Source: an optimization exercise on an open RTL-to-GDS flow (aim: small area and a short achievable clock period). Production flows keep margins and buffers that such runs may drop. In this exercise RTL edits were held to simulation tests only and were not proved equivalent to the original.

==> design.v <==
module intt4point(
    input clk, rst,
    input [15:0] in0, in1, in2, in3,
    output [15:0] out0, out1, out2, out3
);
  wire [12:0] z0, z1, z2, z3;
  reg [14:0] rs0;
  reg [14:0] rs2;
  reg [13:0] rb;
  reg [13:0] rd;
  wire s1, c2;
  ha_m us1 (.a(in0[0]), .b(in2[0]), .s(s1), .co(c2));
  wire s3, c4;
  fa_m us3 (.a(in0[1]), .b(in2[1]), .c(c2), .s(s3), .co(c4));
  wire s5, c6;
  fa_m us5 (.a(in0[2]), .b(in2[2]), .c(c4), .s(s5), .co(c6));
  wire s7, c8;
  fa_m us7 (.a(in0[3]), .b(in2[3]), .c(c6), .s(s7), .co(c8));
  wire s9, c10;
  fa_m us9 (.a(in0[4]), .b(in2[4]), .c(c8), .s(s9), .co(c10));
  wire s11, c12;
  fa_m us11 (.a(in0[5]), .b(in2[5]), .c(c10), .s(s11), .co(c12));
  wire s13, c14;
  fa_m us13 (.a(in0[6]), .b(in2[6]), .c(c12), .s(s13), .co(c14));
  wire s15, c16;
  fa_m us15 (.a(in0[7]), .b(in2[7]), .c(c14), .s(s15), .co(c16));
  wire s17, c18;
  fa_m us17 (.a(in0[8]), .b(in2[8]), .c(c16), .s(s17), .co(c18));
  wire s19, c20;
  fa_m us19 (.a(in0[9]), .b(in2[9]), .c(c18), .s(s19), .co(c20));
  wire s21, c22;
  fa_m us21 (.a(in0[10]), .b(in2[10]), .c(c20), .s(s21), .co(c22));
  wire s23, c24;
  fa_m us23 (.a(in0[11]), .b(in2[11]), .c(c22), .s(s23), .co(c24));
  wire s25, c26;
  fa_m us25 (.a(in0[12]), .b(in2[12]), .c(c24), .s(s25), .co(c26));
  wire s27, c28;
  ha_m us27 (.a(in1[0]), .b(in3[0]), .s(s27), .co(c28));
  wire s29, c30;
  fa_m us29 (.a(in1[1]), .b(in3[1]), .c(c28), .s(s29), .co(c30));
  wire s31, c32;
  fa_m us31 (.a(in1[2]), .b(in3[2]), .c(c30), .s(s31), .co(c32));
  wire s33, c34;
  fa_m us33 (.a(in1[3]), .b(in3[3]), .c(c32), .s(s33), .co(c34));
  wire s35, c36;
  fa_m us35 (.a(in1[4]), .b(in3[4]), .c(c34), .s(s35), .co(c36));
  wire s37, c38;
  fa_m us37 (.a(in1[5]), .b(in3[5]), .c(c36), .s(s37), .co(c38));
  wire s39, c40;
  fa_m us39 (.a(in1[6]), .b(in3[6]), .c(c38), .s(s39), .co(c40));
  wire s41, c42;
  fa_m us41 (.a(in1[7]), .b(in3[7]), .c(c40), .s(s41), .co(c42));
  wire s43, c44;
  fa_m us43 (.a(in1[8]), .b(in3[8]), .c(c42), .s(s43), .co(c44));
  wire s45, c46;
  fa_m us45 (.a(in1[9]), .b(in3[9]), .c(c44), .s(s45), .co(c46));
  wire s47, c48;
  fa_m us47 (.a(in1[10]), .b(in3[10]), .c(c46), .s(s47), .co(c48));
  wire s49, c50;
  fa_m us49 (.a(in1[11]), .b(in3[11]), .c(c48), .s(s49), .co(c50));
  wire s51, c52;
  fa_m us51 (.a(in1[12]), .b(in3[12]), .c(c50), .s(s51), .co(c52));
  wire i53 = ~in2[0];
  wire s54, c55;
  xn_m us54 (.a(in0[0]), .b(i53), .y(s54));
  or_m uc55 (.a(in0[0]), .b(i53), .y(c55));
  wire i56 = ~in2[1];
  wire s57, c58;
  fa_m us57 (.a(in0[1]), .b(i56), .c(c55), .s(s57), .co(c58));
  wire i59 = ~in2[2];
  wire s60, c61;
  fa_m us60 (.a(in0[2]), .b(i59), .c(c58), .s(s60), .co(c61));
  wire i62 = ~in2[3];
  wire s63, c64;
  fa_m us63 (.a(in0[3]), .b(i62), .c(c61), .s(s63), .co(c64));
  wire i65 = ~in2[4];
  wire s66, c67;
  fa_m us66 (.a(in0[4]), .b(i65), .c(c64), .s(s66), .co(c67));
  wire i68 = ~in2[5];
  wire s69, c70;
  fa_m us69 (.a(in0[5]), .b(i68), .c(c67), .s(s69), .co(c70));
  wire i71 = ~in2[6];
  wire s72, c73;
  fa_m us72 (.a(in0[6]), .b(i71), .c(c70), .s(s72), .co(c73));
  wire i74 = ~in2[7];
  wire s75, c76;
  fa_m us75 (.a(in0[7]), .b(i74), .c(c73), .s(s75), .co(c76));
  wire i77 = ~in2[8];
  wire s78, c79;
  fa_m us78 (.a(in0[8]), .b(i77), .c(c76), .s(s78), .co(c79));
  wire i80 = ~in2[9];
  wire s81, c82;
  fa_m us81 (.a(in0[9]), .b(i80), .c(c79), .s(s81), .co(c82));
  wire i83 = ~in2[10];
  wire s84, c85;
  fa_m us84 (.a(in0[10]), .b(i83), .c(c82), .s(s84), .co(c85));
  wire i86 = ~in2[11];
  wire s87, c88;
  fa_m us87 (.a(in0[11]), .b(i86), .c(c85), .s(s87), .co(c88));
  wire i89 = ~in2[12];
  wire s90, c91;
  fa_m us90 (.a(in0[12]), .b(i89), .c(c88), .s(s90), .co(c91));
  wire i92 = ~in3[0];
  wire s93, c94;
  xn_m us93 (.a(in1[0]), .b(i92), .y(s93));
  or_m uc94 (.a(in1[0]), .b(i92), .y(c94));
  wire i95 = ~in3[1];
  wire s96, c97;
  fa_m us96 (.a(in1[1]), .b(i95), .c(c94), .s(s96), .co(c97));
  wire i98 = ~in3[2];
  wire s99, c100;
  fa_m us99 (.a(in1[2]), .b(i98), .c(c97), .s(s99), .co(c100));
  wire i101 = ~in3[3];
  wire s102, c103;
  fa_m us102 (.a(in1[3]), .b(i101), .c(c100), .s(s102), .co(c103));
  wire i104 = ~in3[4];
  wire s105, c106;
  fa_m us105 (.a(in1[4]), .b(i104), .c(c103), .s(s105), .co(c106));
  wire i107 = ~in3[5];
  wire s108, c109;
  fa_m us108 (.a(in1[5]), .b(i107), .c(c106), .s(s108), .co(c109));
  wire i110 = ~in3[6];
  wire s111, c112;
  fa_m us111 (.a(in1[6]), .b(i110), .c(c109), .s(s111), .co(c112));
  wire i113 = ~in3[7];
  wire s114, c115;
  fa_m us114 (.a(in1[7]), .b(i113), .c(c112), .s(s114), .co(c115));
  wire i116 = ~in3[8];
  wire s117, c118;
  fa_m us117 (.a(in1[8]), .b(i116), .c(c115), .s(s117), .co(c118));
  wire i119 = ~in3[9];
  wire s120, c121;
  fa_m us120 (.a(in1[9]), .b(i119), .c(c118), .s(s120), .co(c121));
  wire i122 = ~in3[10];
  wire s123, c124;
  fa_m us123 (.a(in1[10]), .b(i122), .c(c121), .s(s123), .co(c124));
  wire i125 = ~in3[11];
  wire s126, c127;
  fa_m us126 (.a(in1[11]), .b(i125), .c(c124), .s(s126), .co(c127));
  wire i128 = ~in3[12];
  wire s129, c130;
  fa_m us129 (.a(in1[12]), .b(i128), .c(c127), .s(s129), .co(c130));
  wire s131, c132;
  ha_m us131 (.a(s1), .b(s27), .s(s131), .co(c132));
  wire s133, c134;
  fa_m us133 (.a(s3), .b(s29), .c(c132), .s(s133), .co(c134));
  wire s135, c136;
  fa_m us135 (.a(s5), .b(s31), .c(c134), .s(s135), .co(c136));
  wire s137, c138;
  fa_m us137 (.a(s7), .b(s33), .c(c136), .s(s137), .co(c138));
  wire s139, c140;
  fa_m us139 (.a(s9), .b(s35), .c(c138), .s(s139), .co(c140));
  wire s141, c142;
  fa_m us141 (.a(s11), .b(s37), .c(c140), .s(s141), .co(c142));
  wire s143, c144;
  fa_m us143 (.a(s13), .b(s39), .c(c142), .s(s143), .co(c144));
  wire s145, c146;
  fa_m us145 (.a(s15), .b(s41), .c(c144), .s(s145), .co(c146));
  wire s147, c148;
  fa_m us147 (.a(s17), .b(s43), .c(c146), .s(s147), .co(c148));
  wire s149, c150;
  fa_m us149 (.a(s19), .b(s45), .c(c148), .s(s149), .co(c150));
  wire s151, c152;
  fa_m us151 (.a(s21), .b(s47), .c(c150), .s(s151), .co(c152));
  wire s153, c154;
  fa_m us153 (.a(s23), .b(s49), .c(c152), .s(s153), .co(c154));
  wire s155, c156;
  fa_m us155 (.a(s25), .b(s51), .c(c154), .s(s155), .co(c156));
  wire s157, c158;
  fa_m us157 (.a(c26), .b(c52), .c(c156), .s(s157), .co(c158));
  wire i159 = ~s27;
  wire s160, c161;
  xn_m us160 (.a(s1), .b(i159), .y(s160));
  or_m uc161 (.a(s1), .b(i159), .y(c161));
  wire i162 = ~s29;
  wire s163, c164;
  fa_m us163 (.a(s3), .b(i162), .c(c161), .s(s163), .co(c164));
  wire i165 = ~s31;
  wire s166, c167;
  fa_m us166 (.a(s5), .b(i165), .c(c164), .s(s166), .co(c167));
  wire i168 = ~s33;
  wire s169, c170;
  fa_m us169 (.a(s7), .b(i168), .c(c167), .s(s169), .co(c170));
  wire i171 = ~s35;
  wire s172, c173;
  fa_m us172 (.a(s9), .b(i171), .c(c170), .s(s172), .co(c173));
  wire i174 = ~s37;
  wire s175, c176;
  fa_m us175 (.a(s11), .b(i174), .c(c173), .s(s175), .co(c176));
  wire i177 = ~s39;
  wire s178, c179;
  fa_m us178 (.a(s13), .b(i177), .c(c176), .s(s178), .co(c179));
  wire i180 = ~s41;
  wire s181, c182;
  fa_m us181 (.a(s15), .b(i180), .c(c179), .s(s181), .co(c182));
  wire i183 = ~s43;
  wire s184, c185;
  fa_m us184 (.a(s17), .b(i183), .c(c182), .s(s184), .co(c185));
  wire i186 = ~s45;
  wire s187, c188;
  fa_m us187 (.a(s19), .b(i186), .c(c185), .s(s187), .co(c188));
  wire i189 = ~s47;
  wire s190, c191;
  fa_m us190 (.a(s21), .b(i189), .c(c188), .s(s190), .co(c191));
  wire i192 = ~s49;
  wire s193, c194;
  fa_m us193 (.a(s23), .b(i192), .c(c191), .s(s193), .co(c194));
  wire i195 = ~s51;
  wire s196, c197;
  fa_m us196 (.a(s25), .b(i195), .c(c194), .s(s196), .co(c197));
  wire i198 = ~c52;
  wire s199, c200;
  fa_m us199 (.a(c26), .b(i198), .c(c197), .s(s199), .co(c200));
  wire [14:0] rs0_d = {c158, s157, s155, s153, s151, s149, s147, s145, s143, s141, s139, s137, s135, s133, s131};
  wire i201 = ~c200;
  wire [14:0] rs2_d = {i201, s199, s196, s193, s190, s187, s184, s181, s178, s175, s172, s169, s166, s163, s160};
  wire i202 = ~c91;
  wire [13:0] rb_d = {i202, s90, s87, s84, s81, s78, s75, s72, s69, s66, s63, s60, s57, s54};
  wire i203 = ~c130;
  wire [13:0] rd_d = {i203, s129, s126, s123, s120, s117, s114, s111, s108, s105, s102, s99, s96, s93};
  wire i204 = ~rs0[1];
  wire s205, c206;
  ha_m us205 (.a(i204), .b(rs0[14]), .s(s205), .co(c206));
  wire s207, c208;
  ha_m us207 (.a(rs0[0]), .b(rs0[9]), .s(s207), .co(c208));
  wire s209, c210;
  fa_m us209 (.a(rs0[1]), .b(rs0[10]), .c(c208), .s(s209), .co(c210));
  wire s211, c212;
  ha_m us211 (.a(rs0[11]), .b(c210), .s(s211), .co(c212));
  wire s213, c214;
  ha_m us213 (.a(rs0[12]), .b(c212), .s(s213), .co(c214));
  wire s215, c216;
  fa_m us215 (.a(rs0[13]), .b(rs0[0]), .c(c214), .s(s215), .co(c216));
  wire i217 = ~rs0[0];
  wire s218, c219;
  fa_m us218 (.a(i217), .b(s205), .c(c216), .s(s218), .co(c219));
  wire s220, c221;
  xn_m us220 (.a(c206), .b(c219), .y(s220));
  or_m uc221 (.a(c206), .b(c219), .y(c221));
  wire [12:0] w222 = {s218, s215, s213, s211, s209, s207, rs0[8], rs0[7], rs0[6], rs0[5], rs0[4], rs0[3], rs0[2]};
  assign z0 = s220 ? w222 + 13'd7681 : w222;
  wire s223, c224;
  ha_m us223 (.a(rs2[1]), .b(rs2[14]), .s(s223), .co(c224));
  wire i225 = ~rs2[7];
  wire s226, c227;
  ha_m us226 (.a(i225), .b(rs2[5]), .s(s226), .co(c227));
  wire s228, c229;
  ha_m us228 (.a(rs2[2]), .b(rs2[8]), .s(s228), .co(c229));
  wire i230 = ~c224;
  wire s231, c232;
  fa_m us231 (.a(rs2[6]), .b(c227), .c(i230), .s(s231), .co(c232));
  wire s233, c234;
  fa_m us233 (.a(rs2[3]), .b(rs2[9]), .c(rs2[0]), .s(s233), .co(c234));
  wire s235, c236;
  fa_m us235 (.a(i225), .b(c229), .c(s233), .s(s235), .co(c236));
  wire s237, c238;
  fa_m us237 (.a(rs2[4]), .b(rs2[10]), .c(rs2[1]), .s(s237), .co(c238));
  wire s239, c240;
  fa_m us239 (.a(c234), .b(s237), .c(c236), .s(s239), .co(c240));
  wire s241, c242;
  fa_m us241 (.a(rs2[2]), .b(rs2[5]), .c(rs2[11]), .s(s241), .co(c242));
  wire i243 = ~c238;
  wire s244, c245;
  fa_m us244 (.a(rs2[0]), .b(rs2[9]), .c(i243), .s(s244), .co(c245));
  wire i246 = ~s241;
  wire s247, c248;
  ha_m us247 (.a(i246), .b(s244), .s(s247), .co(c248));
  wire s249, c250;
  fa_m us249 (.a(rs2[3]), .b(rs2[6]), .c(rs2[12]), .s(s249), .co(c250));
  wire s251, c252;
  fa_m us251 (.a(rs2[1]), .b(rs2[10]), .c(c245), .s(s251), .co(c252));
  wire i253 = ~c248;
  wire s254, c255;
  fa_m us254 (.a(c242), .b(s249), .c(i253), .s(s254), .co(c255));
  wire s256, c257;
  fa_m us256 (.a(rs2[2]), .b(rs2[11]), .c(rs2[0]), .s(s256), .co(c257));
  wire s258, c259;
  fa_m us258 (.a(rs2[4]), .b(rs2[7]), .c(rs2[13]), .s(s258), .co(c259));
  wire i260 = ~s256;
  wire s261, c262;
  fa_m us261 (.a(c250), .b(i260), .c(s258), .s(s261), .co(c262));
  wire i263 = ~s261;
  wire s264, c265;
  ha_m us264 (.a(i263), .b(c252), .s(s264), .co(c265));
  wire s266, c267;
  xn_m us266 (.a(rs2[3]), .b(rs2[12]), .y(s266));
  or_m uc267 (.a(rs2[3]), .b(rs2[12]), .y(c267));
  wire s268, c269;
  fa_m us268 (.a(rs2[5]), .b(rs2[8]), .c(c259), .s(s268), .co(c269));
  wire s270, c271;
  fa_m us270 (.a(rs2[1]), .b(rs2[14]), .c(c257), .s(s270), .co(c271));
  wire s272, c273;
  fa_m us272 (.a(s266), .b(s270), .c(c265), .s(s272), .co(c273));
  wire s274, c275;
  xn_m us274 (.a(c262), .b(s268), .y(s274));
  or_m uc275 (.a(c262), .b(s268), .y(c275));
  wire s276, c277;
  ha_m us276 (.a(rs2[0]), .b(rs2[9]), .s(s276), .co(c277));
  wire s278, c279;
  fa_m us278 (.a(rs2[2]), .b(rs2[4]), .c(rs2[13]), .s(s278), .co(c279));
  wire s280, c281;
  fa_m us280 (.a(rs2[0]), .b(rs2[6]), .c(s276), .s(s280), .co(c281));
  wire s282, c283;
  fa_m us282 (.a(c267), .b(s278), .c(c271), .s(s282), .co(c283));
  wire s284, c285;
  fa_m us284 (.a(c269), .b(s280), .c(c275), .s(s284), .co(c285));
  wire i286 = ~s284;
  wire s287, c288;
  ha_m us287 (.a(s282), .b(i286), .s(s287), .co(c288));
  wire s289, c290;
  fa_m us289 (.a(rs2[1]), .b(rs2[10]), .c(c277), .s(s289), .co(c290));
  wire s291, c292;
  fa_m us291 (.a(rs2[3]), .b(c279), .c(c283), .s(s291), .co(c292));
  wire s293, c294;
  fa_m us293 (.a(c281), .b(s289), .c(c285), .s(s293), .co(c294));
  wire s295, c296;
  ha_m us295 (.a(s291), .b(c288), .s(s295), .co(c296));
  wire i297 = ~rs2[4];
  wire s298, c299;
  fa_m us298 (.a(rs2[2]), .b(rs2[11]), .c(i297), .s(s298), .co(c299));
  wire s300, c301;
  fa_m us300 (.a(s298), .b(c290), .c(c294), .s(s300), .co(c301));
  wire s302, c303;
  ha_m us302 (.a(c292), .b(c296), .s(s302), .co(c303));
  wire s304, c305;
  fa_m us304 (.a(rs2[3]), .b(rs2[12]), .c(c299), .s(s304), .co(c305));
  wire i306 = ~rs2[5];
  wire s307, c308;
  fa_m us307 (.a(i306), .b(s304), .c(c301), .s(s307), .co(c308));
  wire i309 = ~rs2[0];
  wire s310, c311;
  fa_m us310 (.a(i309), .b(rs2[4]), .c(rs2[13]), .s(s310), .co(c311));
  wire i312 = ~rs2[6];
  wire s313, c314;
  fa_m us313 (.a(i312), .b(s310), .c(c305), .s(s313), .co(c314));
  wire s315, c316;
  xn_m us315 (.a(s274), .b(c255), .y(s315));
  or_m uc316 (.a(s274), .b(c255), .y(c316));
  wire i317 = ~c316;
  wire s318, c319;
  ha_m us318 (.a(i317), .b(c273), .s(s318), .co(c319));
  wire s320, c321;
  fa_m us320 (.a(s226), .b(s295), .c(c319), .s(s320), .co(c321));
  wire s322, c323;
  xn_m us322 (.a(s223), .b(s293), .y(s322));
  or_m uc323 (.a(s223), .b(s293), .y(c323));
  wire s324, c325;
  fa_m us324 (.a(s228), .b(c323), .c(s300), .s(s324), .co(c325));
  wire s326, c327;
  fa_m us326 (.a(s231), .b(s302), .c(c321), .s(s326), .co(c327));
  wire s328, c329;
  fa_m us328 (.a(s235), .b(s307), .c(c325), .s(s328), .co(c329));
  wire s330, c331;
  fa_m us330 (.a(c232), .b(c303), .c(c327), .s(s330), .co(c331));
  wire i332 = ~rs2[8];
  wire s333, c334;
  fa_m us333 (.a(i332), .b(s313), .c(s239), .s(s333), .co(c334));
  wire s335, c336;
  fa_m us335 (.a(s333), .b(c308), .c(c329), .s(s335), .co(c336));
  wire s337, c338;
  fa_m us337 (.a(s226), .b(c311), .c(c314), .s(s337), .co(c338));
  wire s339, c340;
  fa_m us339 (.a(c240), .b(s337), .c(c334), .s(s339), .co(c340));
  wire i341 = ~s339;
  wire s342, c343;
  fa_m us342 (.a(s223), .b(s247), .c(i341), .s(s342), .co(c343));
  wire i344 = ~s231;
  wire s345, c346;
  xn_m us345 (.a(s228), .b(i344), .y(s345));
  or_m uc346 (.a(s228), .b(i344), .y(c346));
  wire i347 = ~s345;
  wire s348, c349;
  fa_m us348 (.a(i347), .b(c338), .c(c340), .s(s348), .co(c349));
  wire i350 = ~c232;
  wire s351, c352;
  fa_m us351 (.a(i350), .b(s235), .c(c346), .s(s351), .co(c352));
  wire s353, c354;
  xn_m us353 (.a(i332), .b(s239), .y(s353));
  or_m uc354 (.a(i332), .b(s239), .y(c354));
  wire i355 = ~s247;
  wire s356, c357;
  xn_m us356 (.a(i355), .b(c240), .y(s356));
  or_m uc357 (.a(i355), .b(c240), .y(c357));
  wire i358 = ~s254;
  wire s359, c360;
  ha_m us359 (.a(s251), .b(i358), .s(s359), .co(c360));
  wire s361, c362;
  fa_m us361 (.a(s264), .b(c255), .c(c360), .s(s361), .co(c362));
  wire i363 = ~s315;
  wire s364, c365;
  fa_m us364 (.a(s272), .b(i363), .c(c362), .s(s364), .co(c365));
  wire s366, c367;
  fa_m us366 (.a(s287), .b(s318), .c(c365), .s(s366), .co(c367));
  wire i368 = ~s322;
  wire s369, c370;
  fa_m us369 (.a(s320), .b(i368), .c(c367), .s(s369), .co(c370));
  wire i371 = ~s324;
  wire s372, c373;
  fa_m us372 (.a(i371), .b(s326), .c(c370), .s(s372), .co(c373));
  wire i374 = ~s328;
  wire s375, c376;
  fa_m us375 (.a(i374), .b(s330), .c(c373), .s(s375), .co(c376));
  wire i377 = ~s335;
  wire s378, c379;
  fa_m us378 (.a(c331), .b(i377), .c(c376), .s(s378), .co(c379));
  wire i380 = ~c336;
  wire s381, c382;
  fa_m us381 (.a(i380), .b(s342), .c(c379), .s(s381), .co(c382));
  wire i383 = ~s348;
  wire s384, c385;
  fa_m us384 (.a(c343), .b(i383), .c(c382), .s(s384), .co(c385));
  wire i386 = ~c349;
  wire s387, c388;
  fa_m us387 (.a(i386), .b(s351), .c(c385), .s(s387), .co(c388));
  wire s389, c390;
  fa_m us389 (.a(c352), .b(s353), .c(c388), .s(s389), .co(c390));
  wire s391, c392;
  fa_m us391 (.a(c354), .b(s356), .c(c390), .s(s391), .co(c392));
  wire s393, c394;
  xn_m us393 (.a(c357), .b(c392), .y(s393));
  or_m uc394 (.a(c357), .b(c392), .y(c394));
  wire [14:0] w395 = {~c394, s393, s391, s389, s387, s384, s381, s378, s375, s372, s369, s366, s364, s361, s359};
  wire n396 = c394 & (w395[13:0] >= 14'd7681);
  wire n397 = ~c394 | n396;
  wire [12:0] w398 = {s391, s389, s387, s384, s381, s378, s375, s372, s369, s366, s364, s361, s359};
  wire i399 = ~c394;
  assign z2 = i399 ? w398 + 13'd7681 : (n396 ? w398 + 13'd511 : w398);
  wire s400, c401;
  ha_m us400 (.a(rb[4]), .b(rb[0]), .s(s400), .co(c401));
  wire s402, c403;
  fa_m us402 (.a(rb[5]), .b(rb[1]), .c(c401), .s(s402), .co(c403));
  wire s404, c405;
  ha_m us404 (.a(rb[6]), .b(rb[2]), .s(s404), .co(c405));
  wire s406, c407;
  fa_m us406 (.a(rb[0]), .b(s404), .c(c403), .s(s406), .co(c407));
  wire s408, c409;
  fa_m us408 (.a(rb[7]), .b(rb[3]), .c(rb[1]), .s(s408), .co(c409));
  wire i410 = ~c405;
  wire s411, c412;
  fa_m us411 (.a(rd[9]), .b(rd[0]), .c(i410), .s(s411), .co(c412));
  wire i413 = ~s408;
  wire s414, c415;
  ha_m us414 (.a(i413), .b(s411), .s(s414), .co(c415));
  wire s416, c417;
  fa_m us416 (.a(rb[8]), .b(rb[4]), .c(rb[2]), .s(s416), .co(c417));
  wire s418, c419;
  fa_m us418 (.a(rd[10]), .b(rd[1]), .c(c412), .s(s418), .co(c419));
  wire i420 = ~c415;
  wire s421, c422;
  fa_m us421 (.a(c409), .b(s416), .c(i420), .s(s421), .co(c422));
  wire s423, c424;
  fa_m us423 (.a(rb[0]), .b(rb[9]), .c(rb[5]), .s(s423), .co(c424));
  wire s425, c426;
  fa_m us425 (.a(rb[3]), .b(rd[0]), .c(c417), .s(s425), .co(c426));
  wire s427, c428;
  fa_m us427 (.a(rd[2]), .b(rd[11]), .c(c419), .s(s427), .co(c428));
  wire s429, c430;
  fa_m us429 (.a(s423), .b(s425), .c(c422), .s(s429), .co(c430));
  wire s431, c432;
  fa_m us431 (.a(rb[1]), .b(rb[10]), .c(rb[6]), .s(s431), .co(c432));
  wire s433, c434;
  fa_m us433 (.a(rb[4]), .b(rb[0]), .c(rd[1]), .s(s433), .co(c434));
  wire s435, c436;
  fa_m us435 (.a(c424), .b(s431), .c(s433), .s(s435), .co(c436));
  wire i437 = ~c426;
  wire s438, c439;
  fa_m us438 (.a(rd[3]), .b(rd[12]), .c(i437), .s(s438), .co(c439));
  wire i440 = ~s435;
  wire s441, c442;
  fa_m us441 (.a(i440), .b(s438), .c(c428), .s(s441), .co(c442));
  wire i443 = ~rb[2];
  wire s444, c445;
  xn_m us444 (.a(i443), .b(rd[4]), .y(s444));
  or_m uc445 (.a(i443), .b(rd[4]), .y(c445));
  wire s446, c447;
  fa_m us446 (.a(rb[11]), .b(rb[7]), .c(rb[5]), .s(s446), .co(c447));
  wire s448, c449;
  fa_m us448 (.a(rb[1]), .b(rd[13]), .c(rd[2]), .s(s448), .co(c449));
  wire s450, c451;
  fa_m us450 (.a(rd[0]), .b(c432), .c(c434), .s(s450), .co(c451));
  wire s452, c453;
  fa_m us452 (.a(s446), .b(s448), .c(c436), .s(s452), .co(c453));
  wire i454 = ~s450;
  wire s455, c456;
  fa_m us455 (.a(s444), .b(i454), .c(c439), .s(s455), .co(c456));
  wire i457 = ~s452;
  wire s458, c459;
  ha_m us458 (.a(i457), .b(s455), .s(s458), .co(c459));
  wire s460, c461;
  fa_m us460 (.a(rb[12]), .b(rb[8]), .c(rb[6]), .s(s460), .co(c461));
  wire s462, c463;
  fa_m us462 (.a(rb[2]), .b(rd[3]), .c(rd[1]), .s(s462), .co(c463));
  wire s464, c465;
  fa_m us464 (.a(c447), .b(c449), .c(s460), .s(s464), .co(c465));
  wire s466, c467;
  fa_m us466 (.a(s462), .b(c451), .c(s464), .s(s466), .co(c467));
  wire s468, c469;
  fa_m us468 (.a(c445), .b(c456), .c(c459), .s(s468), .co(c469));
  wire s470, c471;
  xn_m us470 (.a(c453), .b(s466), .y(s470));
  or_m uc471 (.a(c453), .b(s466), .y(c471));
  wire i472 = ~rd[2];
  wire s473, c474;
  xn_m us473 (.a(rb[0]), .b(i472), .y(s473));
  or_m uc474 (.a(rb[0]), .b(i472), .y(c474));
  wire s475, c476;
  fa_m us475 (.a(rb[9]), .b(rb[7]), .c(rb[3]), .s(s475), .co(c476));
  wire s477, c478;
  fa_m us477 (.a(rd[4]), .b(c461), .c(c463), .s(s477), .co(c478));
  wire s479, c480;
  fa_m us479 (.a(s475), .b(c465), .c(s477), .s(s479), .co(c480));
  wire s481, c482;
  fa_m us481 (.a(c467), .b(s479), .c(c471), .s(s481), .co(c482));
  wire s483, c484;
  fa_m us483 (.a(rb[13]), .b(s473), .c(c469), .s(s483), .co(c484));
  wire i485 = ~rd[3];
  wire s486, c487;
  xn_m us486 (.a(rb[1]), .b(i485), .y(s486));
  or_m uc487 (.a(rb[1]), .b(i485), .y(c487));
  wire s488, c489;
  fa_m us488 (.a(rb[10]), .b(rb[8]), .c(rb[4]), .s(s488), .co(c489));
  wire s490, c491;
  fa_m us490 (.a(rd[5]), .b(c476), .c(s488), .s(s490), .co(c491));
  wire s492, c493;
  fa_m us492 (.a(c478), .b(s490), .c(c480), .s(s492), .co(c493));
  wire i494 = ~s492;
  wire s495, c496;
  fa_m us495 (.a(c474), .b(s486), .c(i494), .s(s495), .co(c496));
  wire i497 = ~c482;
  wire s498, c499;
  ha_m us498 (.a(i497), .b(s495), .s(s498), .co(c499));
  wire i500 = ~rd[4];
  wire s501, c502;
  xn_m us501 (.a(rb[2]), .b(i500), .y(s501));
  or_m uc502 (.a(rb[2]), .b(i500), .y(c502));
  wire s503, c504;
  fa_m us503 (.a(rb[11]), .b(rb[9]), .c(rb[5]), .s(s503), .co(c504));
  wire s505, c506;
  fa_m us505 (.a(rd[6]), .b(c489), .c(s503), .s(s505), .co(c506));
  wire i507 = ~c491;
  wire s508, c509;
  fa_m us508 (.a(c487), .b(s501), .c(i507), .s(s508), .co(c509));
  wire s510, c511;
  fa_m us510 (.a(s508), .b(c496), .c(c499), .s(s510), .co(c511));
  wire s512, c513;
  xn_m us512 (.a(s505), .b(c493), .y(s512));
  or_m uc513 (.a(s505), .b(c493), .y(c513));
  wire s514, c515;
  ha_m us514 (.a(rb[12]), .b(rb[10]), .s(s514), .co(c515));
  wire s516, c517;
  fa_m us516 (.a(rb[6]), .b(rd[7]), .c(c504), .s(s516), .co(c517));
  wire s518, c519;
  fa_m us518 (.a(s514), .b(c506), .c(s516), .s(s518), .co(c519));
  wire i520 = ~s518;
  wire s521, c522;
  fa_m us521 (.a(c502), .b(c509), .c(i520), .s(s521), .co(c522));
  wire i523 = ~c513;
  wire s524, c525;
  ha_m us524 (.a(s521), .b(i523), .s(s524), .co(c525));
  wire i526 = ~rb[11];
  wire s527, c528;
  xn_m us527 (.a(rb[13]), .b(i526), .y(s527));
  or_m uc528 (.a(rb[13]), .b(i526), .y(c528));
  wire s529, c530;
  fa_m us529 (.a(rb[7]), .b(rd[8]), .c(c515), .s(s529), .co(c530));
  wire s531, c532;
  fa_m us531 (.a(c517), .b(s529), .c(c519), .s(s531), .co(c532));
  wire s533, c534;
  fa_m us533 (.a(s527), .b(c522), .c(c525), .s(s533), .co(c534));
  wire s535, c536;
  fa_m us535 (.a(rb[12]), .b(rb[8]), .c(rd[9]), .s(s535), .co(c536));
  wire i537 = ~c528;
  wire s538, c539;
  fa_m us538 (.a(i537), .b(s535), .c(c530), .s(s538), .co(c539));
  wire s540, c541;
  xn_m us540 (.a(s538), .b(c532), .y(s540));
  or_m uc541 (.a(s538), .b(c532), .y(c541));
  wire s542, c543;
  fa_m us542 (.a(rb[9]), .b(rd[10]), .c(c536), .s(s542), .co(c543));
  wire s544, c545;
  fa_m us544 (.a(s542), .b(c539), .c(c541), .s(s544), .co(c545));
  wire s546, c547;
  ha_m us546 (.a(rb[10]), .b(rd[11]), .s(s546), .co(c547));
  wire s548, c549;
  xn_m us548 (.a(s546), .b(c543), .y(s548));
  or_m uc549 (.a(s546), .b(c543), .y(c549));
  wire s550, c551;
  ha_m us550 (.a(rb[11]), .b(rd[12]), .s(s550), .co(c551));
  wire s552, c553;
  xn_m us552 (.a(c547), .b(s550), .y(s552));
  or_m uc553 (.a(c547), .b(s550), .y(c553));
  wire s554, c555;
  fa_m us554 (.a(rb[12]), .b(c551), .c(c553), .s(s554), .co(c555));
  wire i556 = ~rb[3];
  wire s557, c558;
  ha_m us557 (.a(i556), .b(rd[5]), .s(s557), .co(c558));
  wire i559 = ~s400;
  wire s560, c561;
  fa_m us560 (.a(rd[6]), .b(i559), .c(c558), .s(s560), .co(c561));
  wire i562 = ~s402;
  wire s563, c564;
  fa_m us563 (.a(rd[7]), .b(i562), .c(c561), .s(s563), .co(c564));
  wire i565 = ~s406;
  wire s566, c567;
  fa_m us566 (.a(rd[8]), .b(i565), .c(c564), .s(s566), .co(c567));
  wire i568 = ~c407;
  wire s569, c570;
  fa_m us569 (.a(i568), .b(s414), .c(c567), .s(s569), .co(c570));
  wire i571 = ~s421;
  wire s572, c573;
  fa_m us572 (.a(s418), .b(i571), .c(c570), .s(s572), .co(c573));
  wire i574 = ~s429;
  wire s575, c576;
  fa_m us575 (.a(s427), .b(i574), .c(c573), .s(s575), .co(c576));
  wire i577 = ~c430;
  wire s578, c579;
  fa_m us578 (.a(i577), .b(s441), .c(c576), .s(s578), .co(c579));
  wire s580, c581;
  xn_m us580 (.a(s458), .b(c442), .y(s580));
  or_m uc581 (.a(s458), .b(c442), .y(c581));
  wire s582, c583;
  fa_m us582 (.a(s557), .b(s468), .c(c581), .s(s582), .co(c583));
  wire s584, c585;
  fa_m us584 (.a(s560), .b(s483), .c(c583), .s(s584), .co(c585));
  wire s586, c587;
  fa_m us586 (.a(s563), .b(s498), .c(c484), .s(s586), .co(c587));
  wire s588, c589;
  fa_m us588 (.a(s566), .b(s510), .c(c587), .s(s588), .co(c589));
  wire i590 = ~s557;
  wire s591, c592;
  xn_m us591 (.a(i590), .b(s569), .y(s591));
  or_m uc592 (.a(i590), .b(s569), .y(c592));
  wire s593, c594;
  fa_m us593 (.a(s524), .b(s591), .c(c511), .s(s593), .co(c594));
  wire s595, c596;
  fa_m us595 (.a(s572), .b(c592), .c(s533), .s(s595), .co(c596));
  wire i597 = ~s595;
  wire s598, c599;
  fa_m us598 (.a(s560), .b(s531), .c(i597), .s(s598), .co(c599));
  wire s600, c601;
  fa_m us600 (.a(c534), .b(s575), .c(c596), .s(s600), .co(c601));
  wire s602, c603;
  fa_m us602 (.a(s563), .b(s540), .c(c599), .s(s602), .co(c603));
  wire i604 = ~rb[13];
  wire s605, c606;
  fa_m us605 (.a(i604), .b(s566), .c(s544), .s(s605), .co(c606));
  wire i607 = ~s605;
  wire s608, c609;
  fa_m us608 (.a(i607), .b(s578), .c(c601), .s(s608), .co(c609));
  wire s610, c611;
  ha_m us610 (.a(s548), .b(s569), .s(s610), .co(c611));
  wire s612, c613;
  fa_m us612 (.a(c545), .b(s610), .c(c606), .s(s612), .co(c613));
  wire s614, c615;
  ha_m us614 (.a(s552), .b(c549), .s(s614), .co(c615));
  wire s616, c617;
  fa_m us616 (.a(s614), .b(s572), .c(c611), .s(s616), .co(c617));
  wire i618 = ~s554;
  wire s619, c620;
  xn_m us619 (.a(rd[13]), .b(i618), .y(s619));
  or_m uc620 (.a(rd[13]), .b(i618), .y(c620));
  wire s621, c622;
  fa_m us621 (.a(c615), .b(s575), .c(c617), .s(s621), .co(c622));
  wire i623 = ~c555;
  wire s624, c625;
  xn_m us624 (.a(rb[13]), .b(i623), .y(s624));
  or_m uc625 (.a(rb[13]), .b(i623), .y(c625));
  wire i626 = ~s578;
  wire s627, c628;
  fa_m us627 (.a(c620), .b(s624), .c(i626), .s(s627), .co(c628));
  wire s629, c630;
  ha_m us629 (.a(c579), .b(s580), .s(s629), .co(c630));
  wire i631 = ~s470;
  wire s632, c633;
  fa_m us632 (.a(i631), .b(s582), .c(c630), .s(s632), .co(c633));
  wire i634 = ~s481;
  wire s635, c636;
  fa_m us635 (.a(i634), .b(s584), .c(c633), .s(s635), .co(c636));
  wire s637, c638;
  fa_m us637 (.a(c585), .b(s586), .c(c636), .s(s637), .co(c638));
  wire i639 = ~s512;
  wire s640, c641;
  fa_m us640 (.a(i639), .b(s588), .c(c638), .s(s640), .co(c641));
  wire s642, c643;
  fa_m us642 (.a(c589), .b(s593), .c(c641), .s(s642), .co(c643));
  wire i644 = ~s598;
  wire s645, c646;
  fa_m us645 (.a(c594), .b(i644), .c(c643), .s(s645), .co(c646));
  wire i647 = ~s602;
  wire s648, c649;
  fa_m us648 (.a(s600), .b(i647), .c(c646), .s(s648), .co(c649));
  wire i650 = ~c603;
  wire s651, c652;
  fa_m us651 (.a(i650), .b(s608), .c(c649), .s(s651), .co(c652));
  wire i653 = ~s612;
  wire s654, c655;
  fa_m us654 (.a(c609), .b(i653), .c(c652), .s(s654), .co(c655));
  wire i656 = ~c655;
  wire s657, c658;
  fa_m us657 (.a(c613), .b(s616), .c(i656), .s(s657), .co(c658));
  wire i659 = ~s619;
  wire s660, c661;
  fa_m us660 (.a(i659), .b(s621), .c(c658), .s(s660), .co(c661));
  wire i662 = ~s627;
  wire s663, c664;
  fa_m us663 (.a(c622), .b(i662), .c(c661), .s(s663), .co(c664));
  wire i665 = ~c664;
  wire s666, c667;
  fa_m us666 (.a(c625), .b(c628), .c(i665), .s(s666), .co(c667));
  wire [14:0] w668 = {~c667, s666, ~s663, ~s660, ~s657, s654, s651, s648, s645, s642, s640, s637, s635, s632, s629};
  wire n669 = c667 & (w668[13:0] >= 14'd7681);
  wire n670 = ~c667 | n669;
  wire i671 = ~s657;
  wire i672 = ~s660;
  wire i673 = ~s663;
  wire [12:0] w674 = {i673, i672, i671, s654, s651, s648, s645, s642, s640, s637, s635, s632, s629};
  wire i675 = ~c667;
  assign z1 = i675 ? w674 + 13'd7681 : (n669 ? w674 + 13'd511 : w674);
  wire s676, c677;
  xn_m us676 (.a(rb[6]), .b(i500), .y(s676));
  or_m uc677 (.a(rb[6]), .b(i500), .y(c677));
  wire i678 = ~rb[7];
  wire s679, c680;
  fa_m us679 (.a(i678), .b(rd[5]), .c(rd[1]), .s(s679), .co(c680));
  wire i681 = ~rd[6];
  wire s682, c683;
  xn_m us682 (.a(rb[8]), .b(i681), .y(s682));
  or_m uc683 (.a(rb[8]), .b(i681), .y(c683));
  wire s684, c685;
  fa_m us684 (.a(rd[2]), .b(rd[0]), .c(c680), .s(s684), .co(c685));
  wire s686, c687;
  fa_m us686 (.a(rd[7]), .b(rd[3]), .c(rd[1]), .s(s686), .co(c687));
  wire s688, c689;
  fa_m us688 (.a(rb[0]), .b(rb[9]), .c(c683), .s(s688), .co(c689));
  wire s690, c691;
  xn_m us690 (.a(s686), .b(c685), .y(s690));
  or_m uc691 (.a(s686), .b(c685), .y(c691));
  wire s692, c693;
  fa_m us692 (.a(rd[8]), .b(rd[4]), .c(rd[2]), .s(s692), .co(c693));
  wire s694, c695;
  fa_m us694 (.a(rb[1]), .b(rb[10]), .c(c689), .s(s694), .co(c695));
  wire s696, c697;
  fa_m us696 (.a(c687), .b(s692), .c(c691), .s(s696), .co(c697));
  wire s698, c699;
  fa_m us698 (.a(rd[0]), .b(rb[0]), .c(rd[9]), .s(s698), .co(c699));
  wire s700, c701;
  fa_m us700 (.a(rd[5]), .b(rd[3]), .c(c693), .s(s700), .co(c701));
  wire s702, c703;
  fa_m us702 (.a(rb[2]), .b(rb[11]), .c(c695), .s(s702), .co(c703));
  wire s704, c705;
  fa_m us704 (.a(s698), .b(s700), .c(c697), .s(s704), .co(c705));
  wire s706, c707;
  fa_m us706 (.a(rd[1]), .b(rb[1]), .c(rd[10]), .s(s706), .co(c707));
  wire s708, c709;
  fa_m us708 (.a(rd[6]), .b(rd[4]), .c(rd[0]), .s(s708), .co(c709));
  wire s710, c711;
  fa_m us710 (.a(c699), .b(s706), .c(s708), .s(s710), .co(c711));
  wire i712 = ~c701;
  wire s713, c714;
  fa_m us713 (.a(rb[3]), .b(rb[12]), .c(i712), .s(s713), .co(c714));
  wire i715 = ~s710;
  wire s716, c717;
  fa_m us716 (.a(i715), .b(s713), .c(c703), .s(s716), .co(c717));
  wire s718, c719;
  ha_m us718 (.a(rb[0]), .b(rb[13]), .s(s718), .co(c719));
  wire s720, c721;
  fa_m us720 (.a(rb[2]), .b(rd[11]), .c(rd[7]), .s(s720), .co(c721));
  wire s722, c723;
  fa_m us722 (.a(rd[5]), .b(rd[1]), .c(rd[2]), .s(s722), .co(c723));
  wire s724, c725;
  fa_m us724 (.a(c707), .b(c709), .c(s718), .s(s724), .co(c725));
  wire s726, c727;
  fa_m us726 (.a(s720), .b(s722), .c(c711), .s(s726), .co(c727));
  wire i728 = ~s724;
  wire s729, c730;
  fa_m us729 (.a(rb[4]), .b(i728), .c(c714), .s(s729), .co(c730));
  wire i731 = ~s726;
  wire s732, c733;
  ha_m us732 (.a(i731), .b(s729), .s(s732), .co(c733));
  wire s734, c735;
  fa_m us734 (.a(rb[1]), .b(rb[3]), .c(rd[12]), .s(s734), .co(c735));
  wire s736, c737;
  fa_m us736 (.a(rd[8]), .b(rd[6]), .c(rd[2]), .s(s736), .co(c737));
  wire s738, c739;
  fa_m us738 (.a(c719), .b(c721), .c(c723), .s(s738), .co(c739));
  wire s740, c741;
  fa_m us740 (.a(s734), .b(s736), .c(c725), .s(s740), .co(c741));
  wire s742, c743;
  fa_m us742 (.a(s738), .b(c727), .c(s740), .s(s742), .co(c743));
  wire i744 = ~s742;
  wire s745, c746;
  ha_m us745 (.a(c730), .b(i744), .s(s745), .co(c746));
  wire s747, c748;
  xn_m us747 (.a(i443), .b(rd[0]), .y(s747));
  or_m uc748 (.a(i443), .b(rd[0]), .y(c748));
  wire s749, c750;
  fa_m us749 (.a(rb[4]), .b(rd[9]), .c(rd[7]), .s(s749), .co(c750));
  wire s751, c752;
  fa_m us751 (.a(rd[3]), .b(c735), .c(c737), .s(s751), .co(c752));
  wire s753, c754;
  fa_m us753 (.a(s749), .b(c739), .c(s751), .s(s753), .co(c754));
  wire s755, c756;
  fa_m us755 (.a(c741), .b(s753), .c(c743), .s(s755), .co(c756));
  wire s757, c758;
  fa_m us757 (.a(rd[13]), .b(s747), .c(c746), .s(s757), .co(c758));
  wire s759, c760;
  xn_m us759 (.a(i556), .b(rd[1]), .y(s759));
  or_m uc760 (.a(i556), .b(rd[1]), .y(c760));
  wire s761, c762;
  fa_m us761 (.a(rb[5]), .b(rd[10]), .c(rd[8]), .s(s761), .co(c762));
  wire s763, c764;
  fa_m us763 (.a(rd[4]), .b(c750), .c(s761), .s(s763), .co(c764));
  wire s765, c766;
  fa_m us765 (.a(c752), .b(s763), .c(c754), .s(s765), .co(c766));
  wire s767, c768;
  fa_m us767 (.a(c748), .b(s759), .c(c758), .s(s767), .co(c768));
  wire s769, c770;
  xn_m us769 (.a(s765), .b(c756), .y(s769));
  or_m uc770 (.a(s765), .b(c756), .y(c770));
  wire i771 = ~rb[4];
  wire s772, c773;
  xn_m us772 (.a(i771), .b(rd[2]), .y(s772));
  or_m uc773 (.a(i771), .b(rd[2]), .y(c773));
  wire s774, c775;
  fa_m us774 (.a(rb[6]), .b(rd[11]), .c(rd[9]), .s(s774), .co(c775));
  wire s776, c777;
  fa_m us776 (.a(rd[5]), .b(c762), .c(s774), .s(s776), .co(c777));
  wire i778 = ~c764;
  wire s779, c780;
  fa_m us779 (.a(c760), .b(s772), .c(i778), .s(s779), .co(c780));
  wire s781, c782;
  fa_m us781 (.a(s776), .b(c766), .c(c770), .s(s781), .co(c782));
  wire s783, c784;
  ha_m us783 (.a(s779), .b(c768), .s(s783), .co(c784));
  wire s785, c786;
  ha_m us785 (.a(rb[7]), .b(rd[12]), .s(s785), .co(c786));
  wire s787, c788;
  fa_m us787 (.a(rd[10]), .b(rd[6]), .c(c775), .s(s787), .co(c788));
  wire s789, c790;
  fa_m us789 (.a(s785), .b(c777), .c(s787), .s(s789), .co(c790));
  wire i791 = ~s789;
  wire s792, c793;
  fa_m us792 (.a(c773), .b(c780), .c(i791), .s(s792), .co(c793));
  wire i794 = ~c782;
  wire s795, c796;
  ha_m us795 (.a(s792), .b(i794), .s(s795), .co(c796));
  wire i797 = ~rb[8];
  wire s798, c799;
  xn_m us798 (.a(i797), .b(rd[13]), .y(s798));
  or_m uc799 (.a(i797), .b(rd[13]), .y(c799));
  wire s800, c801;
  fa_m us800 (.a(rd[11]), .b(rd[7]), .c(c786), .s(s800), .co(c801));
  wire s802, c803;
  fa_m us802 (.a(c788), .b(s800), .c(c790), .s(s802), .co(c803));
  wire i804 = ~s802;
  wire s805, c806;
  fa_m us805 (.a(s798), .b(i804), .c(c793), .s(s805), .co(c806));
  wire s807, c808;
  fa_m us807 (.a(rb[9]), .b(rd[12]), .c(rd[8]), .s(s807), .co(c808));
  wire i809 = ~c799;
  wire s810, c811;
  fa_m us810 (.a(i809), .b(s807), .c(c801), .s(s810), .co(c811));
  wire s812, c813;
  xn_m us812 (.a(s810), .b(c803), .y(s812));
  or_m uc813 (.a(s810), .b(c803), .y(c813));
  wire s814, c815;
  fa_m us814 (.a(rb[10]), .b(rd[9]), .c(c808), .s(s814), .co(c815));
  wire s816, c817;
  fa_m us816 (.a(s814), .b(c811), .c(c813), .s(s816), .co(c817));
  wire s818, c819;
  ha_m us818 (.a(rb[11]), .b(rd[10]), .s(s818), .co(c819));
  wire s820, c821;
  xn_m us820 (.a(s818), .b(c815), .y(s820));
  or_m uc821 (.a(s818), .b(c815), .y(c821));
  wire s822, c823;
  ha_m us822 (.a(rb[12]), .b(rd[11]), .s(s822), .co(c823));
  wire s824, c825;
  xn_m us824 (.a(c819), .b(s822), .y(s824));
  or_m uc825 (.a(c819), .b(s822), .y(c825));
  wire s826, c827;
  fa_m us826 (.a(rd[12]), .b(c823), .c(c825), .s(s826), .co(c827));
  wire s828, c829;
  ha_m us828 (.a(rb[5]), .b(i485), .s(s828), .co(c829));
  wire i830 = ~rd[0];
  wire s831, c832;
  fa_m us831 (.a(i830), .b(s676), .c(c829), .s(s831), .co(c832));
  wire i833 = ~s679;
  wire s834, c835;
  fa_m us834 (.a(c677), .b(i833), .c(c832), .s(s834), .co(c835));
  wire i836 = ~s684;
  wire s837, c838;
  fa_m us837 (.a(s682), .b(i836), .c(c835), .s(s837), .co(c838));
  wire i839 = ~s690;
  wire s840, c841;
  fa_m us840 (.a(s688), .b(i839), .c(c838), .s(s840), .co(c841));
  wire i842 = ~s696;
  wire s843, c844;
  fa_m us843 (.a(s694), .b(i842), .c(c841), .s(s843), .co(c844));
  wire i845 = ~s704;
  wire s846, c847;
  fa_m us846 (.a(s702), .b(i845), .c(c844), .s(s846), .co(c847));
  wire i848 = ~c705;
  wire s849, c850;
  fa_m us849 (.a(i848), .b(s716), .c(c847), .s(s849), .co(c850));
  wire s851, c852;
  xn_m us851 (.a(s732), .b(c717), .y(s851));
  or_m uc852 (.a(s732), .b(c717), .y(c852));
  wire s853, c854;
  fa_m us853 (.a(s828), .b(c733), .c(s745), .s(s853), .co(c854));
  wire s855, c856;
  fa_m us855 (.a(s831), .b(c854), .c(s757), .s(s855), .co(c856));
  wire s857, c858;
  fa_m us857 (.a(s834), .b(s767), .c(c856), .s(s857), .co(c858));
  wire s859, c860;
  fa_m us859 (.a(s837), .b(s783), .c(c858), .s(s859), .co(c860));
  wire i861 = ~s828;
  wire s862, c863;
  xn_m us862 (.a(i861), .b(s840), .y(s862));
  or_m uc863 (.a(i861), .b(s840), .y(c863));
  wire s864, c865;
  fa_m us864 (.a(s862), .b(c784), .c(s795), .s(s864), .co(c865));
  wire s866, c867;
  fa_m us866 (.a(s805), .b(s843), .c(c863), .s(s866), .co(c867));
  wire s868, c869;
  fa_m us868 (.a(s866), .b(c796), .c(c865), .s(s868), .co(c869));
  wire i870 = ~c806;
  wire s871, c872;
  fa_m us871 (.a(s834), .b(s812), .c(i870), .s(s871), .co(c872));
  wire i873 = ~s871;
  wire s874, c875;
  fa_m us874 (.a(i873), .b(s846), .c(c867), .s(s874), .co(c875));
  wire s876, c877;
  fa_m us876 (.a(s837), .b(s816), .c(c872), .s(s876), .co(c877));
  wire s878, c879;
  fa_m us878 (.a(rd[13]), .b(s849), .c(c875), .s(s878), .co(c879));
  wire s880, c881;
  ha_m us880 (.a(s820), .b(s840), .s(s880), .co(c881));
  wire s882, c883;
  fa_m us882 (.a(c817), .b(s880), .c(c877), .s(s882), .co(c883));
  wire s884, c885;
  ha_m us884 (.a(s824), .b(c821), .s(s884), .co(c885));
  wire s886, c887;
  fa_m us886 (.a(s884), .b(s843), .c(c881), .s(s886), .co(c887));
  wire i888 = ~s826;
  wire s889, c890;
  xn_m us889 (.a(rb[13]), .b(i888), .y(s889));
  or_m uc890 (.a(rb[13]), .b(i888), .y(c890));
  wire s891, c892;
  fa_m us891 (.a(c885), .b(s846), .c(c887), .s(s891), .co(c892));
  wire i893 = ~c827;
  wire s894, c895;
  xn_m us894 (.a(rd[13]), .b(i893), .y(s894));
  or_m uc895 (.a(rd[13]), .b(i893), .y(c895));
  wire i896 = ~s849;
  wire s897, c898;
  fa_m us897 (.a(c890), .b(s894), .c(i896), .s(s897), .co(c898));
  wire s899, c900;
  ha_m us899 (.a(c850), .b(s851), .s(s899), .co(c900));
  wire s901, c902;
  fa_m us901 (.a(c852), .b(s853), .c(c900), .s(s901), .co(c902));
  wire i903 = ~s755;
  wire s904, c905;
  fa_m us904 (.a(i903), .b(s855), .c(c902), .s(s904), .co(c905));
  wire i906 = ~s769;
  wire s907, c908;
  fa_m us907 (.a(i906), .b(s857), .c(c905), .s(s907), .co(c908));
  wire i909 = ~s781;
  wire s910, c911;
  fa_m us910 (.a(i909), .b(s859), .c(c908), .s(s910), .co(c911));
  wire s912, c913;
  fa_m us912 (.a(c860), .b(s864), .c(c911), .s(s912), .co(c913));
  wire i914 = ~s831;
  wire s915, c916;
  fa_m us915 (.a(i914), .b(s868), .c(c913), .s(s915), .co(c916));
  wire s917, c918;
  fa_m us917 (.a(c869), .b(s874), .c(c916), .s(s917), .co(c918));
  wire i919 = ~s876;
  wire s920, c921;
  fa_m us920 (.a(i919), .b(s878), .c(c918), .s(s920), .co(c921));
  wire i922 = ~s882;
  wire s923, c924;
  fa_m us923 (.a(c879), .b(i922), .c(c921), .s(s923), .co(c924));
  wire i925 = ~c924;
  wire s926, c927;
  fa_m us926 (.a(c883), .b(s886), .c(i925), .s(s926), .co(c927));
  wire i928 = ~s889;
  wire s929, c930;
  fa_m us929 (.a(i928), .b(s891), .c(c927), .s(s929), .co(c930));
  wire i931 = ~s897;
  wire s932, c933;
  fa_m us932 (.a(c892), .b(i931), .c(c930), .s(s932), .co(c933));
  wire i934 = ~c933;
  wire s935, c936;
  fa_m us935 (.a(c895), .b(c898), .c(i934), .s(s935), .co(c936));
  wire [14:0] w937 = {~c936, s935, ~s932, ~s929, ~s926, s923, s920, s917, s915, s912, s910, s907, s904, s901, s899};
  wire n938 = c936 & (w937[13:0] >= 14'd7681);
  wire n939 = ~c936 | n938;
  wire i940 = ~s926;
  wire i941 = ~s929;
  wire i942 = ~s932;
  wire [12:0] w943 = {i942, i941, i940, s923, s920, s917, s915, s912, s910, s907, s904, s901, s899};
  wire i944 = ~c936;
  assign z3 = i944 ? w943 + 13'd7681 : (n938 ? w943 + 13'd511 : w943);
  always @(posedge clk) begin
    if (rst) begin
      rs0 <= 15'd0;
      rs2 <= 15'd0;
      rb <= 14'd0;
      rd <= 14'd0;
    end else begin
      rs0 <= rs0_d;
      rs2 <= rs2_d;
      rb <= rb_d;
      rd <= rd_d;
    end
  end
  assign out0 = {3'b000, z0};
  assign out1 = {3'b000, z1};
  assign out2 = {3'b000, z2};
  assign out3 = {3'b000, z3};
endmodule
module fa_m(input a, b, c, output s, co);
  assign s = a ^ b ^ c;
  assign co = (a & b) | (a & c) | (b & c);
endmodule
module ha_m(input a, b, output s, co);
  assign s = a ^ b;
  assign co = a & b;
endmodule
module xn_m(input a, b, output y);
  assign y = ~(a ^ b);
endmodule
module or_m(input a, b, output y);
  assign y = a | b;
endmodule
==> run.sh <==
#!/bin/bash
# synth_recipe.tcl (not shown) runs the flow's synth.tcl, then flattens the netlist and writes it again
# the make line also repeats each setting of config.mk as NAME=value (left out here)
make -C /OpenROAD-flow-scripts/flow DESIGN_CONFIG=/design/flow/config.mk WORK_HOME=/design/flow/orfs CLKGATE_MAP_FILE= SYNTH_SCRIPT=/design/flow/synth_recipe.tcl finish
==> config.mk <==
export PLATFORM = sky130hd
export DESIGN_NAME = intt4point
export DESIGN_NICKNAME = intt4point
export VERILOG_FILES = /design/flow/design.v
export SDC_FILE = /design/flow/constraint.sdc
export NUM_CORES = 4
export LEC_CHECK = 0
export CAP_MARGIN = 20
export CORE_MARGIN = 2
export CORE_UTILIZATION = 40
export CTS_BUF_LIST = sky130_fd_sc_hd__clkbuf_4 sky130_fd_sc_hd__clkbuf_8
export SLEW_MARGIN = 20
export SYNTH_HIERARCHICAL = 1
export SYNTH_MINIMUM_KEEP_SIZE = 0
==> constraint.sdc <==
create_clock -name core_clock -period 110.0 [get_ports {clk}]
set_input_delay 22.0000 -clock core_clock [delete_from_list [all_inputs] [get_ports {clk}]]
set_output_delay 22.0000 -clock core_clock [all_outputs]
set_load 0.01 [all_outputs]
==> qor.yml, run 1 <==
crit_path_end_kind: "output pin"
cts_tree: "done"
drv_cap: 0
slew_viol_final: 0
synth_area_um2: 11100
critical_path_arrival_ns: 10.85
clockRootBuffer: "clkbuf_8"
coreArea_um2: 27600
dieHeight_um: 171
cts-buffers-inserted: 9
status: "finished clean"
crit_slowest_cell: "dfxtp_1"
cts_sinks: 58
synth.most_common_cell: "fa_1"
yosysTopAreaCell: "fa_1"
ctsLongestPathBuffers: 2
synth_area_per_cell_um2: 11.4
max_freq_ghz: 0.0304
overflow: 0
grt_max_degree: 59
dp_hpwl_mm: 21.6
start_kind: "flip-flop"
yosys_warnings: 7
setup_violations: 0
num_antenna_cells: 0
port_buffers: 105
crit_required_ns: 88.00
via_count: 6883
antenna_found_initial: 0
ant_nets: 0
min_period_ns: 32.85
drt_iter0_markers: 299
crit_type: "flip-flop to output pin"
rows: 61
crit_path_max_fanout: 7
postRouteWirelength_mm: 24.2
dieArea_um2: 29200
cp_common_cell: "fa_1"
post_cts_resized: 0
yosys-top-cells-area: "fa_1, dfxtp_1, ha_1"
fin_hold_ws_ns: 22.00
dp_slack_ns: 77.51
fin_crit_sh: 0.299
die_x_um: 171
synth-edff-count: 0
timing.setup.tns_ns: 0
ys_seq_elements: 58
clkSlewWorstSetupHoldPaths_ns: 0.08
htreeDepth: 3
synth_flop_cell: "dfxtp_1"
synth-async-reset-ratio: 0
postCtsHoldBufs: 0
avgRoutedWirePerCell_um: 16.6
grt_usage: 0.180
fin_ws_ns: 77.15
gp_congestion: 0.876
nets: 1496
synth_top_area_share: 0.540
synth-seq-area-share: 0.104
io_pins: 130
cts_setup_buffers: 0
grt_pass1_wl_mm: 39.7
hold_path_class: "input pin to flip-flop"
worst_slew_pin_slew_ns: 0.686
layout-drive-gt1-share: 0.0296
grt_setup_unrepaired: "false"
yosys.cell_types.count: 59
synth_common_cells: "fa_1, inv_1, xnor2_1"
synth_cells: 977
dr.pass1.iters: 4
avgViaCountPerCell: 4.71
grt_pass1_vias: 7519
area_growth_pct: 14.8
post-route-drc-count: 0
hold_violations: 0
critPathMaxStageDelay_ns: 0.63
slew_headroom: 0.542
start_util: 0.404
-- modules after synthesis, one instance, submodules excluded --
module | flops+latches | cells | cell area [um2]
xn_m | 0 | 1 | 8.76
or_m | 0 | 1 | 6.26
intt4point | 58 | 553 | 3980
fa_m | 0 | 1 | 20.0
ha_m | 0 | 1 | 12.5
-- layout by cell type (no fill, tap or decap), drive strengths merged, types with 5 or more instances in the layout --
| master | instances |
|---|---|
| nor3 | 10 |
| nor2b | 60 |
| inv | 165 |
| xor2 | 26 |
| dfxtp | 58 |
| nand4 | 9 |
| nand3 | 13 |
| nand2 | 18 |
| nor4 | 5 |
| a21oi | 8 |
| xnor2 | 62 |
| conb | 12 |
| nor2 | 33 |
| clkdlybuf4s50 | 104 |
| clkbuf | 9 |
| o21ai | 12 |
| ha | 53 |
| nor3b | 5 |
| or2 | 43 |
| nand2b | 5 |
| fa | 300 |
-- registers in the layout, summed over array words and instances, names as in the netlist --
name  flops
rb       14
rd       14
rs0      15
rs2      15
-- cell type report --
cell class                 instances  area [um2]
clock buffer                       9         124
inverter                         164         616
fill                            2538       14800
clock inverter                     7         101
tap                              378         473
sequential                        58        1160
timing repair buffer             107        1070
multi-input combinational        737        9230
-- critical path: cells and delay by family, from the launching register on --
family / cells / cell delay (ns)
AOI/OAI and AO/OA: 2 / 0.38
xor gates and xnor gates: 2 / 0.37
adders and majority gates: 20 / 7.40
buffers and inverters: 3 / 0.86
DFF: 1 / 0.63
and+or+nand+nor: 2 / 0.84
-- routing by layer --
metal	vias up	part of all wire	global-route usage
met5	-	0	0
met4	0	0.020	0.0383
met3	17	0.061	0.0352
met2	191	0.44	0.274
met1	3488	0.48	0.268
li1	3187	-	-
-- cells by family (layout without fill, tap and decap cells) --
logic type / Yosys count / in the layout / synth area share
AO/OA/AOI/OAI: 55 / 55 / 0.0347
buffers and inverters: 193 / 287 / 0.0699
flip-flops: 58 / 58 / 0.104
adder cells (fa/ha/maj): 353 / 353 / 0.599
AND/OR/NAND/NOR: 225 / 225 / 0.118
multiplexers: 4 / 4 / 0.00427
XOR/XNOR: 88 / 88 / 0.0693
other: 1 / 12 / 0.000337
-- final timing paths --
check	startpoint	to	slack, ns	cells after the start
hold / removal	rst	rd[13]	22.00	2
setup / recovery	rd[4]	out3[7]	77.15	29
-- per-stage QoR --
step                cell area, um2  utilization  std cells
global route                 12800        0.464       1460
CTS                          12800        0.463       1459
finish                       12800        0.464       1460
global placement             12500        0.455       1443
detailed placement           12500        0.455       1443
floorplan                    11200            -        988
==> run 2, diff against run 1 <==
--- a/config.mk
+++ b/config.mk
@@ -10,3 +10,2 @@
 export CORE_UTILIZATION = 40
-export CTS_BUF_LIST = sky130_fd_sc_hd__clkbuf_4 sky130_fd_sc_hd__clkbuf_8
 export SLEW_MARGIN = 20
==> qor.yml, run 2 <==
status: "finished clean"
max_freq_ghz: 0.0305
slew_headroom: 0.295
synth-edff-count: 0
grt_max_degree: 59
post_cts_resized: 0
setup_violations: 0
fin_crit_sh: 0.298
die_x_um: 171
overflow: 0
critPathMaxStageDelay_ns: 0.63
ant_nets: 0
synth_flop_cell: "dfxtp_1"
yosys.cell_types.count: 59
cp_common_cell: "fa_1"
dieArea_um2: 29200
yosys_warnings: 7
hold_path_depth: 2
synth_top_area_share: 0.540
htreeDepth: 3
hold_start: "rst"
top_regs: "rs0: 15 flops, rs2: 15 flops"
start_util: 0.404
area_growth_pct: 15.6
post-route-drc-count: 0
dieHeight_um: 171
yosysTopAreaCell: "fa_1"
yosys-top-cells-area: "fa_1, dfxtp_1, ha_1"
hold_violations: 0
clockRootBuffer: "clkbuf_16"
io_pins: 130
critical_path_arrival_ns: 10.83
gp_congestion: 0.876
num_antenna_cells: 0
crit_required_ns: 88.00
antenna_found_initial: 0
min_period_ns: 32.83
synth_cells: 977
synth-async-reset-ratio: 0
drv_cap: 0
worst_slew_pin_slew_ns: 1.06
rows: 61
layout-drive-gt1-share: 0.0287
dr.pass1.iters: 5
final_common_cell: "fa_1"
cts_sinks: 58
port_buffers: 105
cts-buffers-inserted: 9
fin_hold_ws_ns: 22.34
postRouteWirelength_mm: 24.2
ys_seq_elements: 58
min_to: "rd[13]"
avgRoutedWirePerCell_um: 16.6
coreArea_um2: 27600
synth-seq-area-share: 0.104
drt_iter0_markers: 336
ctsLongestPathBuffers: 2
synth_area_per_cell_um2: 11.4
nets: 1495
synth_area_um2: 11100
timing.setup.tns_ns: 0
crit_slowest_cell: "dfxtp_1"
hold_path_class: "input pin to flip-flop"
postCtsHoldBufs: 0
via_count: 6885
cts_setup_buffers: 0
grt_setup_unrepaired: "false"
clkSlewWorstSetupHoldPaths_ns: 0.06
start_kind: "flip-flop"
crit_path_max_fanout: 7
avgViaCountPerCell: 4.72
synth_common_cells: "fa_1, inv_1, xnor2_1"
dp_hpwl_mm: 21.6
grt_pass1_wl_mm: 39.5
final_cell_mix: "fa_1, inv_1, clkdlybuf4s50_1"
grt_usage: 0.180
synth.most_common_cell: "fa_1"
slew_viol_final: 0
crit_type: "flip-flop to output pin"
cts_tree: "done"
grt_pass1_vias: 7499
crit_path_end_kind: "output pin"
==> run 2: changes by cell type in the layout (fill, tap and decap cells not counted) <==
| cell | previous run | this run |
|---|---|---|
| buf_12 | 1 | 0 |
| clkbuf_16 | 0 | 9 |
| clkbuf_8 | 9 | 0 |
==> run 2: Yosys stat by module, one instance, submodules excluded <==
| module | cells | flops+latches | cell area, um2 | copies in the design |
|---|---|---|---|---|
| or_m | 1 | 0 | 6.26 | 40 |
| fa_m | 1 | 0 | 20.0 | 300 |
| xn_m | 1 | 0 | 8.76 | 41 |
| intt4point | 553 | 58 | 3980 | 1 |
| ha_m | 1 | 0 | 12.5 | 43 |
==> run 2: worst max path at each step <==
stage               slack, ns  cells after the start  endpoint  start
floorplan               78.78                     29   out1[3]  rb[0]
global placement        77.61                     29   out3[7]  rd[4]
detailed placement      77.51                     29   out3[7]  rd[4]
CTS                     77.12                     29   out3[7]  rd[4]
global route            76.53                     29   out3[7]  rd[4]
finish                  77.17                     29   out3[7]  rd[4]
==> run 2: routing by layer <==
metal,vias to the layer above,wire (um),global-route usage
met4,0,314,0.0398
met5,-,0,0
met2,187,10800,0.276
met3,13,1280,0.0354
li1,3182,-,-
met1,3503,11800,0.265
==> run 2: per-stage QoR <==
| stage | area [um2] | std cells | setup slack [ns] | utilization |
|---|---|---|---|---|
| after CTS | 12900 | 1459 | 77.12 | 0.467 |
| after global placement | 12500 | 1443 | 77.61 | 0.455 |
| after floorplan | 11200 | 988 | 78.78 | - |
| after detailed placement | 12500 | 1443 | 77.51 | 0.455 |
| final | 12900 | 1459 | 77.17 | 0.467 |
| after global routing | 12900 | 1459 | 76.53 | 0.467 |
==> run 2: logic make-up (layout without fill, tap and decap cells) <==
kind of cell / after synthesis / in the layout / synth area share
flops: 58 / 58 / 0.104
fa+ha+maj: 353 / 353 / 0.599
compound gates: 55 / 55 / 0.0347
buf+inv: 193 / 286 / 0.0699
simple gates: 225 / 225 / 0.118
other cells: 1 / 12 / 0.000337
mux: 4 / 4 / 0.00427
xor+xnor: 88 / 88 / 0.0693
==> run 2: worst max-delay path: cells and delay by family (launching register included) <==
family	cells	cell delay, ns
adders and majority gates	20	7.40
buffers and inverters	3	0.85
and+or+nand+nor	2	0.84
DFF	1	0.63
AOI/OAI and AO/OA	2	0.38
xor gates and xnor gates	2	0.37
==> run 2: final cells by class <==
| class | count | area [um2] |
|---|---|---|
| Clock buffer | 9 | 225 |
| Clock inverter | 7 | 101 |
| Fill cell | 2526 | 14700 |
| Inverter | 164 | 616 |
| Multi-Input combinational cell | 737 | 9230 |
| Sequential cell | 58 | 1160 |
| Tap cell | 378 | 473 |
| Timing Repair Buffer | 106 | 1050 |

port drivers added, routing unchanged:
The flow's constraints put no driver on any port. The routed layouts listed below were extracted and timed again, unchanged, in two steps. Step 1 sets driving cells, clkbuf_16 on the clock port and buf_2 on the other inputs (assumed; they add their load-dependent delay and slew). Step 2 moves the port delays by t, midway between the first and last clock arrival at a register: inputs arrive t later, outputs are due t later. That takes back most of the time a late clock gives input paths. Slacks: ideal ports / drivers / drivers and shift; pairs: ideal ports / drivers.
run	t (ns)	slack for setup (ns)	worst register clock-pin slew, ns	worst data-port slew with drivers (ns)
run 1	0.396	77.149 / 77.112 / 77.508	0.09 / 0.09	0.05
run 2	0.378	77.166 / 77.126 / 77.504	0.07 / 0.07	0.05
After both steps setup and hold are still met in every run listed.
